From an optimization exercise on the open Yosys and OpenROAD flow, aimed at small area; shortcuts taken in it are not production practice.
In this exercise RTL edits were held to simulation tests only and were not proved equivalent to the original.

==> flow/design.v, too long to show whole: its modules and the start of the top module <==
// module RAM_SP_generic: 33 lines
// module spad_mem: 26 lines
// module RAM_DP_RW_generic: 54 lines
// module RAM_SP: 39 lines
// module RAM_DP_RW: 41 lines
// module SPad_SP: 27 lines
// module SPad_DP_RW: 41 lines
// module mux_iact: 32 lines
// module mux2: 11 lines
// module multiplier: 27 lines
// module adder: 23 lines
// module data_pipeline: 142 lines
// module PE: 950 lines
module PE 
#(
  parameter         IS_TOPLEVEL             = 1,
  parameter         CREATE_VCD              = 0,
  parameter integer PARALLEL_MACS           = 2,
  parameter integer DATA_IACT_BITWIDTH      = 8,
  parameter integer DATA_WGHT_BITWIDTH      = 8,
  parameter integer DATA_PSUM_BITWIDTH      = 20,
  parameter integer DATA_IACT_IGNORE_ZEROS  = 4,
  parameter integer DATA_WGHT_IGNORE_ZEROS  = 4,
  parameter integer IACT_DATA_ADDR          = 16,
  parameter integer IACT_ADDR_ADDR          = 9,
  parameter integer WGHT_DATA_ADDR          = 96,
  parameter integer WGHT_ADDR_ADDR          = 16,
  parameter integer PSUM_ADDR               = 32,
  parameter integer TRANS_BITWIDTH_IACT     = 24,  
  parameter integer TRANS_BITWIDTH_WGHT     = 24,  
  parameter integer NUM_GLB_IACT            = 3,
  localparam integer IACT_ADDR_DATA          = $clog2(IACT_DATA_ADDR),
  localparam integer WGHT_ADDR_DATA          = $clog2(WGHT_DATA_ADDR),
  localparam integer IACT_ADDR_ADDR_BITWIDTH = $clog2(IACT_ADDR_ADDR),
  localparam integer IACT_ADDR_DATA_BITWIDTH = $clog2(IACT_ADDR_DATA),
  localparam integer IACT_DATA_DATA          = DATA_IACT_BITWIDTH + DATA_IACT_IGNORE_ZEROS,
  localparam integer IACT_DATA_ADDR_BITWIDTH = $clog2(IACT_DATA_ADDR),
  localparam integer IACT_DATA_DATA_BITWIDTH = $clog2(IACT_DATA_DATA),
  localparam integer WGHT_DATA_DATA          = (DATA_WGHT_BITWIDTH + DATA_WGHT_IGNORE_ZEROS) * PARALLEL_MACS,
  localparam integer WGHT_ADDR_ADDR_BITWIDTH = $clog2(WGHT_ADDR_ADDR),
  localparam integer WGHT_ADDR_DATA_BITWIDTH = $clog2(WGHT_ADDR_DATA),
  localparam integer WGHT_DATA_ADDR_BITWIDTH = $clog2(WGHT_DATA_ADDR),
  localparam integer WGHT_DATA_DATA_BITWIDTH = $clog2(WGHT_DATA_DATA),
  localparam integer PSUM_DATA               = DATA_PSUM_BITWIDTH,
  localparam integer PSUM_ADDR_BITWIDTH      = $clog2(PSUM_ADDR),
  localparam integer PSUM_DATA_BITWIDTH      = $clog2(PSUM_DATA),
  localparam integer PSUM_WORDS_PER_TRANSFER = PARALLEL_MACS,
  localparam integer TRANS_BITWIDTH_PSUM     = DATA_PSUM_BITWIDTH * PSUM_WORDS_PER_TRANSFER
) ( 
  input                                              clk_i,
  input                                              rst_ni,
  input       [$clog2(NUM_GLB_IACT)-1:0]             iact_select_i,
  input       [TRANS_BITWIDTH_IACT*NUM_GLB_IACT-1:0] iact_data_i,
  input       [NUM_GLB_IACT-1:0]                     iact_enable_i,
  output      [NUM_GLB_IACT-1:0]                     iact_ready_o,
  input       [TRANS_BITWIDTH_WGHT-1:0]              wght_data_i,
  input                                              wght_enable_i,
  output reg                                         wght_ready_o,
  input       [TRANS_BITWIDTH_PSUM-1:0]              psum_data_i,
  input                                              psum_enable_i,
  output                                             psum_ready_o,
  output      [TRANS_BITWIDTH_PSUM-1:0]              psum_data_o,
  // ...
==> flow/run.sh <==
#!/bin/bash
# synth_recipe.tcl (not shown) runs the flow's synth.tcl, then flattens the netlist and writes it again
# the make line also repeats each setting of config.mk as NAME=value (left out here)
make -C /OpenROAD-flow-scripts/flow DESIGN_CONFIG=/design/flow/config.mk WORK_HOME=/design/flow/orfs CLKGATE_MAP_FILE= SYNTH_SCRIPT=/design/flow/synth_recipe.tcl finish
==> flow/config.mk <==
export PLATFORM = sky130hd
export DESIGN_NAME = PE
export DESIGN_NICKNAME = PE
export VERILOG_FILES = /design/flow/design.v
export SDC_FILE = /design/flow/constraint.sdc
export NUM_CORES = 4
export LEC_CHECK = 0
export CAP_MARGIN = 20
export CORE_MARGIN = 2
export CORE_UTILIZATION = 35
export PLACE_DENSITY = 0.55
export SLEW_MARGIN = 20
==> flow/constraint.sdc <==
create_clock -name core_clock -period 10.0 [get_ports {clk_i}]
set_input_delay 2.0000 -clock core_clock [delete_from_list [all_inputs] [get_ports {clk_i}]]
set_output_delay 2.0000 -clock core_clock [all_outputs]
set_load 0.01 [all_outputs]
==> results.sh, run 1 <==
export IMPL_dp_cells=17100
export IMPL_final_nets=12200
export IMPL_min_to="psum_enable_o"
export IMPL_grt_setup_unrepaired="false"
export IMPL_synth_top_area_frac=0.550
export IMPL_critPathKind="flip-flop to flip-flop"
export IMPL_fmax_mhz=155
export IMPL_status="no timing/DRC/antenna violations"
export IMPL_largest_class="registers"
export IMPL_seq_area_frac=0.550
export IMPL_synth_cell_type_count=94
export IMPL_synth_simple_area_share=0.0990
export IMPL_buffers=589
export IMPL_met2WireLength_um=233000
export IMPL_grt_util_met1=0.300
export IMPL_synth_nets=12200
export IMPL_path_max_fanout=48
export IMPL_n_all_inverters=256
export IMPL_seq_area_um2=93400
export IMPL_setup_worst_path_end="psum_SPad.ram.impl.mem[6][19]"
export IMPL_muxShareOfSynthArea=0.0821
export IMPL_wl_met1_um=207000
export IMPL_clkbuf_count=445
export IMPL_clock_sinks=3179
export IMPL_end_kind="flip-flop"
export IMPL_cp_required_ns=10.54
export IMPL_multi_input_area_share=0.310
export IMPL_nFlopsAndLatches=3179
export IMPL_grt_max_degree=152
==> module spad_mem, before the edit <==
module spad_mem
#(
    parameter AddrWidth = 4,
    parameter DataWidth = 8,
    parameter Depth     = 16,
    parameter Zero0     = 0
) (
    input  wire                     clk,
    input  wire                     re,
    input  wire                     we,
    input  wire  [AddrWidth-1:0]    a,
    input  wire  [DataWidth-1:0]    d,
    output reg   [DataWidth-1:0]    q
);
    reg     [DataWidth-1:0]     mem[Zero0:Depth-1];
    always @(posedge clk) begin
        if (we && a < Depth && (!Zero0 || a != 0)) begin
            mem[a] <= d;
        end
    end
    always @(posedge clk) begin
        if (re && !we) begin
            q <= (a < Depth && (!Zero0 || a != 0)) ? mem[a] : {DataWidth{1'b0}};
        end
    end
endmodule
==> module multiplier, before the edit <==
module multiplier 
#( 
  parameter DATA_WIDTH_FAC1 = 8,
  parameter DATA_WIDTH_FAC2 = 8,
  parameter DATA_WIDTH_PROD = 20,
  parameter Q_BITWIDTH      = $clog2(DATA_WIDTH_PROD)
) (
  input                                   clk_i,
  input                                   rst_ni,
  input                                   multiplier_en_i,
  input signed      [DATA_WIDTH_FAC1-1:0] factor_1,
  input signed      [DATA_WIDTH_FAC2-1:0] factor_2,
  output reg signed [DATA_WIDTH_PROD-1:0] product,
  input             [Q_BITWIDTH-1:0]      fraction_bit_i
);
  always@(posedge clk_i, negedge rst_ni) begin
    if(!rst_ni) begin  
      product <= 0;
    end else begin
      if(multiplier_en_i) begin
        product <= factor_1 * factor_2;
      end else begin
        product <= 0;
      end
    end
  end
endmodule
==> module adder, before the edit <==
module adder 
#( 
  parameter DATA_WIDTH_SUM = 20
) (
  input                             clk_i,
  input                             rst_ni,
  input                             adder_en_i,
  input signed [DATA_WIDTH_SUM-1:0] summand_1_i,
  input signed [DATA_WIDTH_SUM-1:0] summand_2_i,
  output reg signed [DATA_WIDTH_SUM-1:0] sum_o
);
  always@(posedge clk_i, negedge rst_ni) begin
    if(!rst_ni) begin  
      sum_o<= 0;
    end else begin
      if(adder_en_i) begin
        sum_o <= summand_1_i + summand_2_i;
      end else begin  
        sum_o <= sum_o;
      end
    end
  end
endmodule
==> run 2: changes to the inputs <==
--- a/flow/design.v
+++ b/flow/design.v
@@ -40,27 +40,99 @@
 ) (
     input  wire                     clk,
     input  wire                     re,
     input  wire                     we,
     input  wire  [AddrWidth-1:0]    a,
     input  wire  [DataWidth-1:0]    d,
     output reg   [DataWidth-1:0]    q
 );
-    reg     [DataWidth-1:0]     mem[Zero0:Depth-1];
+    wire [Depth*DataWidth-1:0] mem;
+    wire [Depth*DataWidth-1:0] sel;
+    genvar w;
+    generate
+        for (w = 0; w < Depth; w = w + 1) begin : word
+            assign sel[w*DataWidth +: DataWidth] = {DataWidth{a == w}} & mem[w*DataWidth +: DataWidth];
+            if (Zero0 && w == 0) begin : zero
+                assign mem[w*DataWidth +: DataWidth] = {DataWidth{1'b0}};
+            end else begin : store
+                reg [DataWidth-1:0] m;
+                always @(posedge clk) begin
+                    if (we && a == w) begin
+                        m <= d;
+                    end
+                end
+                assign mem[w*DataWidth +: DataWidth] = m;
+            end
+        end
+    endgenerate
+    reg [DataWidth-1:0] rd;
+    integer i;
+    always @* begin
+        rd = {DataWidth{1'b0}};
+        for (i = 0; i < Depth; i = i + 1)
+            rd = rd | sel[i*DataWidth +: DataWidth];
+    end
     always @(posedge clk) begin
-        if (we && a < Depth && (!Zero0 || a != 0)) begin
-            mem[a] <= d;
+        if (re && !we) begin
+            q <= rd;
         end
     end
+endmodule
+module spad_ring
+#(
+    parameter AddrWidth = 7,
+    parameter DataWidth = 24,
+    parameter Base      = 0,
+    parameter Depth     = 72
+) (
+    input  wire                     clk,
+    input  wire                     re,
+    input  wire                     we,
+    input  wire  [AddrWidth-1:0]    a,
+    input  wire  [DataWidth-1:0]    d,
+    output wire  [DataWidth-1:0]    q
+);
+    localparam PW = $clog2(Depth);
+    reg     [Depth*DataWidth-1:0]   ring;
+    reg     [PW-1:0]                b;
+    wire                            in_range = (a >= Base) && (a < Base + Depth);
+    wire    [PW-1:0]                ai = a - Base;
+    wire                            wr = we && in_range;
+    always @(posedge clk) begin
+        ring <= {ring[(Depth-1)*DataWidth-1:0], wr ? d : ring[(Depth-1)*DataWidth +: DataWidth]};
+        b <= wr ? ai : ((b == Depth-1) ? {PW{1'b0}} : b + 1'b1);
+    end
+    wire [PW:0] diff  = {1'b0, b} - {1'b0, ai};
+    wire [PW:0] place = diff[PW] ? diff + Depth : diff;
+    reg [PW-1:0] rp;
+    reg          rz;
     always @(posedge clk) begin
         if (re && !we) begin
-            q <= (a < Depth && (!Zero0 || a != 0)) ? mem[a] : {DataWidth{1'b0}};
+            rp <= (place == Depth-1) ? {PW{1'b0}} : place[PW-1:0] + 1'b1;
+            rz <= !in_range;
+        end else begin
+            rp <= (rp == Depth-1) ? {PW{1'b0}} : rp + 1'b1;
         end
     end
+    wire [Depth*DataWidth-1:0] sel;
+    genvar g;
+    generate
+        for (g = 0; g < Depth; g = g + 1) begin : pl
+            assign sel[g*DataWidth +: DataWidth] = {DataWidth{rp == g}} & ring[g*DataWidth +: DataWidth];
+        end
+    endgenerate
+    reg [DataWidth-1:0] rd;
+    integer i;
+    always @* begin
+        rd = {DataWidth{1'b0}};
+        for (i = 0; i < Depth; i = i + 1)
+            rd = rd | sel[i*DataWidth +: DataWidth];
+    end
+    assign q = rz ? {DataWidth{1'b0}} : rd;
 endmodule
 module RAM_DP_RW_generic 
 #(
     parameter AddrWidth = 16,
     parameter DataWidth = 32,
     parameter Pipelined = 0
 ) (
     input   wire                        clk_i,
@@ -106,16 +178,70 @@
     end else begin
         always @(*) begin
             data_a_o = memout_a;
             data_b_o = memout_b;
         end
     end
 endgenerate
 endmodule
+module psum_mem
+#(
+    parameter AddrWidth = 5,
+    parameter DataWidth = 20
+) (
+    input   wire                        clk_i,
+    input   wire                        rd_en_a_i,
+    input   wire                        rd_en_b_i,
+    input   wire                        wr_en_a_i,
+    input   wire                        wr_en_b_i,
+    input   wire    [AddrWidth-1:0]     addr_r_a_i,
+    input   wire    [AddrWidth-1:0]     addr_r_b_i,
+    input   wire    [AddrWidth-1:0]     addr_w_a_i,
+    input   wire    [AddrWidth-1:0]     addr_w_b_i,
+    input   wire    [DataWidth-1:0]     data_a_i,
+    input   wire    [DataWidth-1:0]     data_b_i,
+    output  reg     [DataWidth-1:0]     data_a_o,
+    output  reg     [DataWidth-1:0]     data_b_o
+);
+localparam Depth = 2 ** AddrWidth;
+reg [Depth*DataWidth-1:0] mem;
+genvar w;
+generate
+    for (w = 0; w < Depth; w = w + 1) begin : word
+        wire sel_b = wr_en_b_i && (addr_w_b_i == w);
+        wire sel_a = wr_en_a_i && (addr_w_a_i == w) && !sel_b;
+        always @(posedge clk_i) begin
+            mem[w*DataWidth +: DataWidth] <=
+                ({DataWidth{sel_a}} & data_a_i) |
+                ({DataWidth{sel_b}} & data_b_i) |
+                ({DataWidth{!(sel_a || sel_b)}} & mem[w*DataWidth +: DataWidth]);
+        end
+    end
+endgenerate
+reg [AddrWidth-1:0] raddr_a;
+reg [AddrWidth-1:0] raddr_b;
+always @(posedge clk_i) begin
+    if (rd_en_a_i) begin
+        raddr_a <= addr_r_a_i;
+    end
+    if (rd_en_b_i) begin
+        raddr_b <= addr_r_b_i;
+    end
+end
+integer r;
+always @(*) begin
+    data_a_o = {DataWidth{1'b0}};
+    data_b_o = {DataWidth{1'b0}};
+    for (r = 0; r < Depth; r = r + 1) begin
+        data_a_o = data_a_o | ({DataWidth{raddr_a == r}} & mem[r*DataWidth +: DataWidth]);
+        data_b_o = data_b_o | ({DataWidth{raddr_b == r}} & mem[r*DataWidth +: DataWidth]);
+    end
+end
+endmodule
 module RAM_SP 
 #(
     parameter AddrWidth = 16,
     parameter DataWidth = 32,
     parameter Pipelined = 0,
     parameter Implementation = 0
 ) (
     input   wire                        clk_i,
@@ -317,22 +443,203 @@
   input                                   clk_i,
   input                                   rst_ni,
   input                                   multiplier_en_i,
   input signed      [DATA_WIDTH_FAC1-1:0] factor_1,
   input signed      [DATA_WIDTH_FAC2-1:0] factor_2,
   output reg signed [DATA_WIDTH_PROD-1:0] product,
   input             [Q_BITWIDTH-1:0]      fraction_bit_i
 );
+  wire [7:0] a = factor_1;
+  wire [7:0] b = factor_2;
+  wire n1 = a[0] & b[0];
+  wire n2 = a[1] & b[0];
+  wire n3 = a[2] & b[0];
+  wire n4 = a[3] & b[0];
+  wire n5 = a[4] & b[0];
+  wire n6 = a[5] & b[0];
+  wire n7 = a[6] & b[0];
+  wire n8 = ~(a[7] & b[0]);
+  wire n9 = a[0] & b[1];
+  wire n10 = a[1] & b[1];
+  wire n11 = a[2] & b[1];
+  wire n12 = a[3] & b[1];
+  wire n13 = a[4] & b[1];
+  wire n14 = a[5] & b[1];
+  wire n15 = a[6] & b[1];
+  wire n16 = ~(a[7] & b[1]);
+  wire n17 = a[0] & b[2];
+  wire n18 = a[1] & b[2];
+  wire n19 = a[2] & b[2];
+  wire n20 = a[3] & b[2];
+  wire n21 = a[4] & b[2];
+  wire n22 = a[5] & b[2];
+  wire n23 = a[6] & b[2];
+  wire n24 = ~(a[7] & b[2]);
+  wire n25 = a[0] & b[3];
+  wire n26 = a[1] & b[3];
+  wire n27 = a[2] & b[3];
+  wire n28 = a[3] & b[3];
+  wire n29 = a[4] & b[3];
+  wire n30 = a[5] & b[3];
+  wire n31 = a[6] & b[3];
+  wire n32 = ~(a[7] & b[3]);
+  wire n33 = a[0] & b[4];
+  wire n34 = a[1] & b[4];
+  wire n35 = a[2] & b[4];
+  wire n36 = a[3] & b[4];
+  wire n37 = a[4] & b[4];
+  wire n38 = a[5] & b[4];
+  wire n39 = a[6] & b[4];
+  wire n40 = ~(a[7] & b[4]);
+  wire n41 = a[0] & b[5];
+  wire n42 = a[1] & b[5];
+  wire n43 = a[2] & b[5];
+  wire n44 = a[3] & b[5];
+  wire n45 = a[4] & b[5];
+  wire n46 = a[5] & b[5];
+  wire n47 = a[6] & b[5];
+  wire n48 = ~(a[7] & b[5]);
+  wire n49 = a[0] & b[6];
+  wire n50 = a[1] & b[6];
+  wire n51 = a[2] & b[6];
+  wire n52 = a[3] & b[6];
+  wire n53 = a[4] & b[6];
+  wire n54 = a[5] & b[6];
+  wire n55 = a[6] & b[6];
+  wire n56 = ~(a[7] & b[6]);
+  wire n57 = ~(a[0] & b[7]);
+  wire n58 = ~(a[1] & b[7]);
+  wire n59 = ~(a[2] & b[7]);
+  wire n60 = ~(a[3] & b[7]);
+  wire n61 = ~(a[4] & b[7]);
+  wire n62 = ~(a[5] & b[7]);
+  wire n63 = ~(a[6] & b[7]);
+  wire n64 = a[7] & b[7];
+  wire n65 = n7 ^ n14;
+  wire n66 = n7 & n14;
+  wire n67 = n8 ^ n15 ^ n22;
+  wire n68 = (n8 & n15) | (n22 & (n8 ^ n15));
+  wire n69 = n29 ^ n36;
+  wire n70 = n29 & n36;
+  wire n71 = n16 ^ n23 ^ n30;
+  wire n72 = (n16 & n23) | (n30 & (n16 ^ n23));
+  wire n73 = n37 ^ n44 ^ n51;
+  wire n74 = (n37 & n44) | (n51 & (n37 ^ n44));
+  wire n75 = n24 ^ n31 ^ n38;
+  wire n76 = (n24 & n31) | (n38 & (n24 ^ n31));
+  wire n77 = n5 ^ n12;
+  wire n78 = n5 & n12;
+  wire n79 = n6 ^ n13 ^ n20;
+  wire n80 = (n6 & n13) | (n20 & (n6 ^ n13));
+  wire n81 = n27 ^ n34;
+  wire n82 = n27 & n34;
+  wire n83 = n21 ^ n28 ^ n35;
+  wire n84 = (n21 & n28) | (n35 & (n21 ^ n28));
+  wire n85 = n42 ^ n49 ^ n65;
+  wire n86 = (n42 & n49) | (n65 & (n42 ^ n49));
+  wire n87 = n43 ^ n50 ^ n57;
+  wire n88 = (n43 & n50) | (n57 & (n43 ^ n50));
+  wire n89 = n66 ^ n67 ^ n69;
+  wire n90 = (n66 & n67) | (n69 & (n66 ^ n67));
+  wire n91 = n58 ^ 1'b1 ^ n68;
+  wire n92 = (n58 & 1'b1) | (n68 & (n58 ^ 1'b1));
+  wire n93 = n70 ^ n71 ^ n73;
+  wire n94 = (n70 & n71) | (n73 & (n70 ^ n71));
+  wire n95 = n45 ^ n52 ^ n59;
+  wire n96 = (n45 & n52) | (n59 & (n45 ^ n52));
+  wire n97 = n72 ^ n74 ^ n75;
+  wire n98 = (n72 & n74) | (n75 & (n72 ^ n74));
+  wire n99 = n32 ^ n39 ^ n46;
+  wire n100 = (n32 & n39) | (n46 & (n32 ^ n39));
+  wire n101 = n53 ^ n60 ^ n76;
+  wire n102 = (n53 & n60) | (n76 & (n53 ^ n60));
+  wire n103 = n40 ^ n47 ^ n54;
+  wire n104 = (n40 & n47) | (n54 & (n40 ^ n47));
+  wire n105 = n4 ^ n11;
+  wire n106 = n4 & n11;
+  wire n107 = n19 ^ n26 ^ n33;
+  wire n108 = (n19 & n26) | (n33 & (n19 ^ n26));
+  wire n109 = n41 ^ n78 ^ n79;
+  wire n110 = (n41 & n78) | (n79 & (n41 ^ n78));
+  wire n111 = n80 ^ n82 ^ n83;
+  wire n112 = (n80 & n82) | (n83 & (n80 ^ n82));
+  wire n113 = n84 ^ n86 ^ n87;
+  wire n114 = (n84 & n86) | (n87 & (n84 ^ n86));
+  wire n115 = n88 ^ n90 ^ n91;
+  wire n116 = (n88 & n90) | (n91 & (n88 ^ n90));
+  wire n117 = n92 ^ n94 ^ n95;
+  wire n118 = (n92 & n94) | (n95 & (n92 ^ n94));
+  wire n119 = n96 ^ n98 ^ n99;
+  wire n120 = (n96 & n98) | (n99 & (n96 ^ n98));
+  wire n121 = n61 ^ n100 ^ n102;
+  wire n122 = (n61 & n100) | (n102 & (n61 ^ n100));
+  wire n123 = n48 ^ n55 ^ n62;
+  wire n124 = (n48 & n55) | (n62 & (n48 ^ n55));
+  wire n125 = n3 ^ n10;
+  wire n126 = n3 & n10;
+  wire n127 = n18 ^ n25 ^ n105;
+  wire n128 = (n18 & n25) | (n105 & (n18 ^ n25));
+  wire n129 = n77 ^ n106 ^ n107;
+  wire n130 = (n77 & n106) | (n107 & (n77 ^ n106));
+  wire n131 = n81 ^ n108 ^ n109;
+  wire n132 = (n81 & n108) | (n109 & (n81 ^ n108));
+  wire n133 = n85 ^ n110 ^ n111;
+  wire n134 = (n85 & n110) | (n111 & (n85 ^ n110));
+  wire n135 = n89 ^ n112 ^ n113;
+  wire n136 = (n89 & n112) | (n113 & (n89 ^ n112));
+  wire n137 = n93 ^ n114 ^ n115;
+  wire n138 = (n93 & n114) | (n115 & (n93 ^ n114));
+  wire n139 = n97 ^ n116 ^ n117;
+  wire n140 = (n97 & n116) | (n117 & (n97 ^ n116));
+  wire n141 = n101 ^ n118 ^ n119;
+  wire n142 = (n101 & n118) | (n119 & (n101 ^ n118));
+  wire n143 = n103 ^ n120 ^ n121;
+  wire n144 = (n103 & n120) | (n121 & (n103 ^ n120));
+  wire n145 = n104 ^ n122 ^ n123;
+  wire n146 = (n104 & n122) | (n123 & (n104 ^ n122));
+  wire n147 = n56 ^ n63 ^ n124;
+  wire n148 = (n56 & n63) | (n124 & (n56 ^ n63));
+  wire n149 = n2 ^ n9;
+  wire n150 = n2 & n9;
+  wire n151 = n17 ^ n125 ^ n150;
+  wire n152 = (n17 & n125) | (n150 & (n17 ^ n125));
+  wire n153 = n126 ^ n127 ^ n152;
+  wire n154 = (n126 & n127) | (n152 & (n126 ^ n127));
+  wire n155 = n128 ^ n129 ^ n154;
+  wire n156 = (n128 & n129) | (n154 & (n128 ^ n129));
+  wire n157 = n130 ^ n131 ^ n156;
+  wire n158 = (n130 & n131) | (n156 & (n130 ^ n131));
+  wire n159 = n132 ^ n133 ^ n158;
+  wire n160 = (n132 & n133) | (n158 & (n132 ^ n133));
+  wire n161 = n134 ^ n135 ^ n160;
+  wire n162 = (n134 & n135) | (n160 & (n134 ^ n135));
+  wire n163 = n136 ^ n137 ^ n162;
+  wire n164 = (n136 & n137) | (n162 & (n136 ^ n137));
+  wire n165 = n138 ^ n139 ^ n164;
+  wire n166 = (n138 & n139) | (n164 & (n138 ^ n139));
+  wire n167 = n140 ^ n141 ^ n166;
+  wire n168 = (n140 & n141) | (n166 & (n140 ^ n141));
+  wire n169 = n142 ^ n143 ^ n168;
+  wire n170 = (n142 & n143) | (n168 & (n142 ^ n143));
+  wire n171 = n144 ^ n145 ^ n170;
+  wire n172 = (n144 & n145) | (n170 & (n144 ^ n145));
+  wire n173 = n146 ^ n147 ^ n172;
+  wire n174 = (n146 & n147) | (n172 & (n146 ^ n147));
+  wire n175 = n64 ^ n148 ^ n174;
+  wire n176 = (n64 & n148) | (n174 & (n64 ^ n148));
+  wire n177 = 1'b1 ^ n176;
+  wire n178 = 1'b1 & n176;
+  wire [15:0] s = {n177, n175, n173, n171, n169, n167, n165, n163, n161, n159, n157, n155, n153, n151, n149, n1};
   always@(posedge clk_i, negedge rst_ni) begin
     if(!rst_ni) begin  
       product <= 0;
     end else begin
       if(multiplier_en_i) begin
-        product <= factor_1 * factor_2;
+        product <= {{(DATA_WIDTH_PROD-16){s[15]}}, s};
       end else begin
         product <= 0;
       end
     end
   end
 endmodule
 `timescale 1ns / 1ps
 module adder 
@@ -341,22 +648,32 @@
 ) (
   input                             clk_i,
   input                             rst_ni,
   input                             adder_en_i,
   input signed [DATA_WIDTH_SUM-1:0] summand_1_i,
   input signed [DATA_WIDTH_SUM-1:0] summand_2_i,
   output reg signed [DATA_WIDTH_SUM-1:0] sum_o
 );
+  reg [DATA_WIDTH_SUM:0]   carry;
+  reg [DATA_WIDTH_SUM-1:0] sum;
+  integer i;
+  always @* begin
+    carry[0] = 1'b0;
+    for (i = 0; i < DATA_WIDTH_SUM; i = i + 1) begin
+      sum[i]     = summand_1_i[i] ^ summand_2_i[i] ^ carry[i];
+      carry[i+1] = (summand_1_i[i] & summand_2_i[i]) | (carry[i] & (summand_1_i[i] ^ summand_2_i[i]));
+    end
+  end
   always@(posedge clk_i, negedge rst_ni) begin
     if(!rst_ni) begin  
       sum_o<= 0;
     end else begin
       if(adder_en_i) begin
-        sum_o <= summand_1_i + summand_2_i;
+        sum_o <= sum;
       end else begin  
         sum_o <= sum_o;
       end
     end
   end
 endmodule
 `timescale 1ns / 1ps
 module data_pipeline 
@@ -1280,21 +1597,21 @@
   ) iact_addr_SPad (
     .clk(clk_i),
     .re (iact_addr_SPad_en_r),
     .we (first_spad_iact_en_w),
     .a  (iact_addr_SPad_addr | first_spad_iact_addr_w),
     .d  (first_spad_iact_data_w),
     .q  (iact_addr_SPad_data_r)
   );
-  spad_mem #(
+  spad_ring #(
     .AddrWidth(IACT_DATA_ADDR_BITWIDTH),
     .DataWidth(IACT_DATA_DATA),
-    .Depth    (12),
-    .Zero0    (0)
+    .Base     (0),
+    .Depth    (12)
   ) iact_data_SPad (
     .clk(clk_i),
     .re (iact_data_SPad_en_r),
     .we (second_spad_iact_en_w),
     .a  (iact_data_SPad_addr | second_spad_iact_addr_w),
     .d  (second_spad_iact_data_w),
     .q  (iact_data_SPad_data_r)
   );
@@ -1306,39 +1623,38 @@
   ) weight_addr_SPad (
     .clk(clk_i),
     .re (wght_addr_SPad_en_r),
     .we (first_spad_wght_en_w),
     .a  (wght_addr_SPad_addr | first_spad_wght_addr_w),
     .d  (first_spad_wght_data_w),
     .q  (wght_addr_SPad_data_r)
   );
-  spad_mem #(
+  spad_ring #(
     .AddrWidth(WGHT_DATA_ADDR_BITWIDTH),
     .DataWidth(WGHT_DATA_DATA),
-    .Depth    (72),
-    .Zero0    (0)
+    .Base     (0),
+    .Depth    (72)
   ) weight_data_SPad (
     .clk(clk_i),
     .re (wght_data_SPad_en_r),
     .we (second_spad_wght_en_w),
     .a  (wght_data_SPad_addr | second_spad_wght_addr_w),
     .d  (second_spad_wght_data_w),
     .q  (wght_data_SPad_data_r)
   );
-  SPad_DP_RW #(
-    .DATA_WIDTH(PSUM_DATA),
-    .ADDR_WIDTH(PSUM_ADDR_BITWIDTH)
-    ,.Implementation("pe_psum")
+  psum_mem #(
+    .AddrWidth(PSUM_ADDR_BITWIDTH),
+    .DataWidth(PSUM_DATA)
   ) psum_SPad (
     .clk_i     (clk_i),
-    .re_a_i    (psum_data_SPad_en_a_r || psum_enable_i),
-    .re_b_i    (psum_data_SPad_en_b_r || psum_enable_i),
-    .we_a_i    (psum_data_SPad_en_a_w_i),
-    .we_b_i    (psum_data_SPad_en_b_w_i),
+    .rd_en_a_i (psum_data_SPad_en_a_r || psum_enable_i),
+    .rd_en_b_i (psum_data_SPad_en_b_r || psum_enable_i),
+    .wr_en_a_i (psum_data_SPad_en_a_w_i),
+    .wr_en_b_i (psum_data_SPad_en_b_w_i),
     .addr_r_a_i(psum_spad_addr_a_r),
     .addr_r_b_i(psum_spad_addr_b_r),
     .addr_w_a_i(psum_spad_addr_a_w),
     .addr_w_b_i(psum_spad_addr_b_w),
     .data_a_i  (psum_spad_data_a_i),
     .data_b_i  (psum_spad_data_b_i),
     .data_a_o  (psum_spad_data_a_o),
     .data_b_o  (psum_spad_data_b_o)
==> run 2 against run 1 <==
The layout now fails its checks (setup timing). Final area fell by 13%. Synthesized cell count fell by 3.1%. Routed wire length rose by 22%. Register-to-register slack got worse by 3.6 ns. Utilization rose by 2.1 points. Via count rose by 3.7%. Clock skew rose by 0.056 ns. Global-route usage rose by 11 points. Critical endpoint is now adder_1.sum_o[19].
==> results.sh, run 2 <==
export IMPL_hpwl_um=403000
export IMPL_grt_usage=0.330
export IMPL_grt_pass1_vias=102000
export IMPL_routedWlPerCell_um=36.4
export IMPL_cts_htree_levels=5
export IMPL_drtAntennaViolNets=0
export IMPL_syn_avg_cell_area_um2=10.9
export IMPL_synth_top_area_frac=0.409
export IMPL_cts_root_buf="clkbuf_16"
export IMPL_max_stage_delay_ns=0.49
export IMPL_top_regs="weight_data_SPad.ring (1728), psum_SPad.mem (640), iact_data_SPad.ring (144)"
export IMPL_path_max_fanout=7
export IMPL_ys_flop_type="dfxtp_1"
export IMPL_initial_core_util=0.352
export IMPL_worst_slew_pin_slew_ns=1.30
export IMPL_muxShareOfSynthArea=0.117
export IMPL_cts_made_buffers=332
export IMPL_cp_data_arrival_time_ns=10.86
export IMPL_maxSlewHeadroom=0.136
export IMPL_detail_route_iter0_violations=16200
export IMPL_cts_buffer_depth=4
export IMPL_setup_viol=1
export IMPL_fmax_mhz=99.7
export IMPL_synth_cells_most_frequent="dfxtp_1 (2534), a22oi_1 (1484), mux2_2 (887), nand2_1 (832), clkbuf_1 (682)"
export IMPL_gr_total_overflow=0
export IMPL_io_pins=202
export IMPL_final_common_cell="dfxtp_1"
export IMPL_largest_reg_flops=1728
export IMPL_viasPerCell=6.26
export IMPL_port_buffer_count=192
export IMPL_cp_required_ns=10.83
export IMPL_setup_worst_path_start_class="flip-flop"
export IMPL_synth_compound_area_frac=0.161
export IMPL_final_layout_size_suffix_gt1_frac=0.214
export IMPL_clock_latency_ns=1.00
export IMPL_antenna_found_initial=33
export IMPL_synth_simple_area_share=0.104
export IMPL_drc=0
export IMPL_largest_register="weight_data_SPad.ring"
export IMPL_stdcell_count=16900
export IMPL_maxCapViolations=0
export IMPL_fill_cells=33400
export IMPL_hold_viol=0
export IMPL_grt_pass1_wl_um=834000
export IMPL_place_ws_ns=-0.961
export IMPL_setup_tns_ns=-0.0314
export IMPL_synth_ff_latch_count=3137
export IMPL_path_clk_slew_ns=0.07
export IMPL_setup_slack_ns=-0.0314
export IMPL_rows=218
export IMPL_fin_crit_sh=1.00
export IMPL_synth_area_top_cells="dfxtp_1 (41%), a22oi_1 (9.0%), dfrtp_1 (8.7%), mux2_2 (8.0%), edfxtp_1 (4.0%)"
export IMPL_end_kind="flip-flop"
export IMPL_fin_crit_ns=10.03
export IMPL_synthXorXnorAreaFrac=0.00917
export IMPL_so_faults="setup timing"
export IMPL_async_flop_share=0.140
export IMPL_hold_path_class="flip-flop to flip-flop"
export IMPL_slew_viol_final=0
export IMPL_fin_worst_skew_ns=0.145
export IMPL_synthesis_area_um2=124000
export IMPL_grt_setup_unrepaired="true"
export IMPL_final_nets=12300
export IMPL_final_cell_mix="dfxtp_1 (2534), a22oi_1 (1474), mux2_2 (887)"
export IMPL_yosysMostFrequentCell="dfxtp_1"
export IMPL_clock_sinks=3137
export IMPL_ys_seq_area_frac=0.537
export IMPL_cts_tree="done"
export IMPL_worst_path_buf_inv=3
export IMPL_ys_warn_count=13
export IMPL_dieHeight_um=600
export IMPL_die_x_um=600
export IMPL_critPathTopFamily="adder cells"
export IMPL_die_area_um2=359000
export IMPL_globalplace_congestion=1.02
export IMPL_cp_slowest_cell="edfxtp_1"
export IMPL_crit_top_cell="fa_2"
export IMPL_synth_adder_area_share=0.0360
export IMPL_critPathKind="flip-flop to flip-flop"
export IMPL_core_area_um2=353000
export IMPL_vias=106000
export IMPL_grt_max_degree=144
export IMPL_dp_cells=16200
export IMPL_wirelength_um=614000
export IMPL_syn2layout_area_growth_pct=19.3
export IMPL_synth_top_family_by_area="compound AO/OA/AOI/OAI gates"
export IMPL_status="complete, but fails checks"
export IMPL_synth_nets=11900
export IMPL_first_pass_iters=7
export IMPL_holdWs_ns=0.242
export IMPL_syn_inst=11400
export IMPL_synth_cell_type_count=106
export IMPL_synth_edf_count=164
export IMPL_yosysTopAreaCell="dfxtp_1"
export IMPL_cts_hold_buf=0
==> run 2: final timing paths <==
kind	end	slack (ns)	depth (start not counted)	startpoint
setup reg to reg	adder_1.sum_o[19]	-0.03	34	psum_SPad.raddr_a[2]
setup / recovery	adder_1.sum_o[19]	-0.03	34	psum_SPad.raddr_a[2]
hold reg to reg	weight_data_SPad.ring[192]	0.24	0	weight_data_SPad.ring[168]
min in group asynchronous	iact_data_handler.data_storage[18]	1.15	1	rst_ni
hold / removal	weight_data_SPad.ring[192]	0.24	0	weight_data_SPad.ring[168]
max in group asynchronous	reused_data_b[9]	7.26	2	rst_ni
==> run 2: repair_timing <==
item	CTS	global route
cloned	0	0
endpoints found under the setup margin	4	4
setup buffers	15	53
pin swaps	60	26
gates resized for setup	47	14
hold endpoints to repair	0	0
==> run 2: metal layers <==
| metal | GRT usage | part of all wire | vias to the layer above |
|---|---|---|---|
| met3 | 0.0843 | 0.11 | 2039 |
| met2 | 0.497 | 0.43 | 7391 |
| met5 | 0 | 0.00021 | - |
| met4 | 0.209 | 0.074 | 18 |
| li1 | - | - | 43200 |
| met1 | 0.421 | 0.39 | 53000 |
==> run 2: logic make-up after synthesis <==
family,count (synthesis)
mux,1333
flops,3137
fa+ha+maj,273
buf+inv,1166
xor+xnor,126
compound gates,2767
simple gates,2622
==> run 2: worst reg2reg max path, delay by kind of cell, from the launching register on <==
kind | cells | cell delay, ns
multiplexers | 1 | 0.19
XOR/XNOR | 1 | 0.17
flip-flops | 1 | 0.49
adder cells (fa/ha/maj) | 18 | 6.93
AO/OA/AOI/OAI | 5 | 0.92
AND/OR/NAND/NOR | 6 | 0.87
buffers and inverters | 3 | 0.32
==> run 2: through the flow <==
stage,area (µm²),util
after floorplan,124000,-
after global placement,135000,0.384
after detailed placement,135000,0.384
after CTS,147000,0.417
after global routing,148000,0.419
final,148000,0.420
==> run 2: layout make-up <==
| cell class | instances | area [µm²] | area share |
|---|---|---|---|
| Multi-Input combinational cell | 7121 | 54200 | 0.366 |
| Sequential cell | 3137 | 66700 | 0.450 |
| Tap cell | 4730 | 5920 | 0.0400 |
| Clock inverter | 135 | 1770 | 0.0119 |
| Antenna cell | 21 | 52.6 | 0.000355 |
| Timing Repair Buffer | 1002 | 8770 | 0.0592 |
| Inverter | 252 | 946 | 0.00639 |
| Clock buffer | 471 | 9740 | 0.0658 |

## static timing again, ports no longer ideal
The results above use ideal ports. As a check the final layouts listed here were re-extracted and re-timed, cells and wires unchanged.
Step 1: set_driving_cell puts a clkbuf_16 on clk_i and a buf_2 on each other input, an assumption about the parent block.
Step 2 also shifts input and output timing later by t, the mid clock arrival at the registers, as if the neighbouring blocks saw the same clock.
Slacks: ideal ports / drivers / drivers and shift; pairs: ideal ports / drivers.
run	shift t [ns]	setup slack, ns	hold WS [ns]	latest minus earliest clock arrival (ns)
run 1	0.991	3.569 / 3.569 / 3.569	0.352 / 0.352 / 0.352	0.097 / 0.098
run 2	1.028	-0.031 / -0.031 / -0.031	0.242 / 0.242 / 0.242	0.152 / 0.151
